From an optimization exercise on the open Yosys and OpenROAD flow, aimed at small area and a short achievable clock period; shortcuts taken in it are not production practice.

==> job 5466: inputs <==
==> flow/design.v (excerpt) <==
module top_fp_mul_N32_M23_E8(input  wire clk,
                             input  wire [31:0] a1,
                             input  wire [31:0] b1,
                             output wire [31:0] y);
Settings: LEC_CHECK=0, ABC_AREA=1, CAP_MARGIN=20, CORE_MARGIN=2, CORE_UTILIZATION=40, CTS_CLUSTER_SIZE=30, PLACE_DENSITY=0.75, SETUP_SLACK_MARGIN=3.75, SLEW_MARGIN=70, SYNTH_HIERARCHICAL=1; clock period 8.5 ns.
standard.sh (not shown) runs the stock make flow with config.mk's settings and CLKGATE_MAP_FILE= SYNTH_SCRIPT=/design/flow/synth_recipe.tcl, a recipe that flattens the netlist after the stock synthesis.
==> flow/flow/run.sh <==
#!/bin/bash
bash standard.sh MATCH_CELL_FOOTPRINT=0 "BUFFER_PORTS_ARGS=-buffer_cell sky130_fd_sc_hd__buf_2" finish > standard.log 2>&1
==> job 3176: changes against job 5466 <==
--- a/flow/design.v
+++ b/flow/design.v
@@ -1266,56 +1266,53 @@
   wire cp14 = (lx[15] | ly[15]) & cp12;
   wire cg15 = (lx[17] & ly[17]) | ((lx[17] | ly[17]) & (lx[16] & ly[16]));
   wire cp15 = (lx[17] | ly[17]) & (lx[16] | ly[16]);
   wire cg16 = cg14 | (cp14 & cg13);
   wire cp16 = cp14 & cp13;
   wire cg17 = (lx[18] & ly[18]) | ((lx[18] | ly[18]) & cg15);
   wire cp17 = (lx[18] | ly[18]) & cp15;
-  wire cg18 = (lx[21] & ly[21]) | ((lx[21] | ly[21]) & (lx[20] & ly[20]));
-  wire cp18 = (lx[21] | ly[21]) & (lx[20] | ly[20]);
-  wire cg19 = (lx[19] & ly[19]) | ((lx[19] | ly[19]) & cg17);
-  wire cp19 = (lx[19] | ly[19]) & cp17;
+  wire cg18 = (lx[20] & ly[20]) | ((lx[20] | ly[20]) & (lx[19] & ly[19]));
+  wire cp18 = (lx[20] | ly[20]) & (lx[19] | ly[19]);
+  wire cg19 = cg17 | (cp17 & cg16);
+  wire cp19 = cp17 & cp16;
   wire cg20 = cg18 | (cp18 & cg19);
   wire cp20 = cp18 & cp19;
-  wire cg21 = cg20 | (cp20 & cg16);
-  wire cp21 = cp20 & cp16;
-  wire [22:22] lsum;
-  assign lsum[22] = cg21;
-  wire [0:0] mx = {c231 ^ s250};    
-  wire [0:0] my = {c231 & s250};    
-  wire [24:0] hx = {(c579 ^ n11), (c577 ^ s578), (c573 ^ s576), (c569 ^ s572), (c563 ^ s568), (c557 ^ s562), (c549 ^ s556), (c541 ^ s548), (c531 ^ s540), (c521 ^ s530), (c509 ^ s520), (c497 ^ s508), (c483 ^ s496), (c469 ^ s482), (c453 ^ s468), (c437 ^ s452), (c419 ^ s436), (c401 ^ s418), (c381 ^ s400), (c361 ^ s380), (c339 ^ s360), (c317 ^ s338), (c295 ^ s316), c273, s272};
-  wire [23:0] hy = {(c579 & n11), (c577 & s578), (c573 & s576), (c569 & s572), (c563 & s568), (c557 & s562), (c549 & s556), (c541 & s548), (c531 & s540), (c521 & s530), (c509 & s520), (c497 & s508), (c483 & s496), (c469 & s482), (c453 & s468), (c437 & s452), (c419 & s436), (c401 & s418), (c381 & s400), (c361 & s380), (c339 & s360), (c317 & s338), (c295 & s316), s294};
+  wire q_c21 = cg20;    
+  wire q_g21 = lx[21] & ly[21], q_t21 = lx[21] | ly[21];
+  wire q_g22 = c231 & s250, q_t22 = c231 | s250;
+  wire q_c22 = q_g21 | (q_t21 & q_c21);
+  wire q_c23n = q_g22 | (q_t22 & q_g21) | (q_t22 & q_t21 & q_c21);
+  wire q_p22n = (c231 ^ s250) ^ q_c22;
+  wire [24:0] hx = {(c579 ^ n11), (c577 ^ s578), (c573 ^ s576), (c569 ^ s572), (c563 ^ s568), (c557 ^ s562), (c549 ^ s556), (c541 ^ s548), (c531 ^ s540), (c521 ^ s530), (c509 ^ s520), (c497 ^ s508), (c483 ^ s496), (c469 ^ s482), (c453 ^ s468), (c437 ^ s452), (c419 ^ s436), (c401 ^ s418), (c381 ^ s400), (c361 ^ s380), (c339 ^ s360), (c317 ^ s338), (c295 ^ s316), (c273 ^ s294), s272};
+  wire [23:0] hy = {(c579 & n11), (c577 & s578), (c573 & s576), (c569 & s572), (c563 & s568), (c557 & s562), (c549 & s556), (c541 & s548), (c531 & s540), (c521 & s530), (c509 & s520), (c497 & s508), (c483 & s496), (c469 & s482), (c453 & s468), (c437 & s452), (c419 & s436), (c401 & s418), (c381 & s400), (c361 & s380), (c339 & s360), (c317 & s338), (c295 & s316), (c273 & s294)};
   reg  [24:0] rx;           
   reg  [23:0] ry;
-  reg  [0:0] rmx, rmy;     
-  reg         rcj, rS2, rs2;
+  reg         rc23, rr0, rr1, rs2;   
   reg  [7:0]  re2;
   always @(posedge clk) begin
     rx   <= hx;
     ry   <= hy;
-    rmx  <= mx;
-    rmy  <= my;
-    rcj  <= lsum[22];
-    rS2  <= rS;
+    rc23 <= q_c23n;
+    rr0  <= q_p22n & rS;
+    rr1  <= q_p22n | rS;
     rs2  <= rs;
     re2  <= re;
   end
-  wire q_p22 = rmx[0] ^ rcj;
-  wire q_c23 = rmy[0] | (rmx[0] & rcj);
-  wire r1 = q_p22 | rS2;
-  wire r0 = q_p22 & rS2;
+  wire q_c23 = rc23;
+  wire r1 = rr1;
+  wire r0 = rr0;
   wire q_p0 = rx[0] ^ q_c23;
   wire q_g0 = rx[0] & q_c23;
   wire ci_n  = q_g0;                  
   wire ci_r0 = q_g0 | (q_p0 & r0);
   wire ci_r1 = q_g0 | (q_p0 & r1);
   wire [24:1] p, g;
   genvar b;
   generate for (b = 1; b <= 24; b = b + 1) begin : g_pg
-    if (b > 1) begin : g_reg
+    if (b > 0) begin : g_reg
       assign p[b] = rx[b];
       assign g[b] = ry[b-1];
     end else begin : g_add
       assign p[b] = rx[b] ^ ry[b-1];
       assign g[b] = rx[b] & ry[b-1];
     end
   end endgenerate
Settings changed: CORE_UTILIZATION 40 to 50, PLACE_DENSITY 0.75 to 0.8, SETUP_SLACK_MARGIN 3.75 to 4.25.
==> results_dict.tcl <==
set metrics [dict create \
    min_from "rs" \
    syn_avg_cell_area_um2 9.27 \
    via_per_inst 5.89 \
    tap_cells 532 \
    routed_wl_um 49000 \
    status "complete, no violations" \
    buf_share_pct 5.21 \
    synth_xor_area_share_pct 17.1 \
]
[end of results for job 5466]
==> results_dict.tcl <==
set metrics [dict create \
    routed_wl_um 48900 \
    synth_xor_area_share_pct 17.9 \
    status "complete, no violations" \
    buf_share_pct 6.74 \
    syn_avg_cell_area_um2 9.39 \
    tap_cells 402 \
]
[end of results for job 3176]
No run of this note included a check of the RTL's function; only the layout flow was run.

## port drivers added, routing unchanged
The flow's constraints put no driver on any port. The routed layouts listed below were extracted and timed again, unchanged, in two steps. Step 1: set_driving_cell puts a clkbuf_16 on clk and a buf_2 on each other input, an assumption about the parent block. Step 2 moves the port delays by t, midway between the first and last clock arrival at a register: inputs arrive t later, outputs are due t later. That takes back most of the time a late clock gives input paths. a / b / c = no drivers / after step 1 / after step 2; a / b = the first two.
run	t (ns)	slack for setup (ns)	worst setup path at the end	worst slew at a driven data input, ns
job 5466	0.475	3.958 / 3.914 / 4.233	register to register	0.05
job 3176	0.475	4.025 / 3.976 / 4.330	register to register	0.04
After both steps every run listed still meets setup and hold.
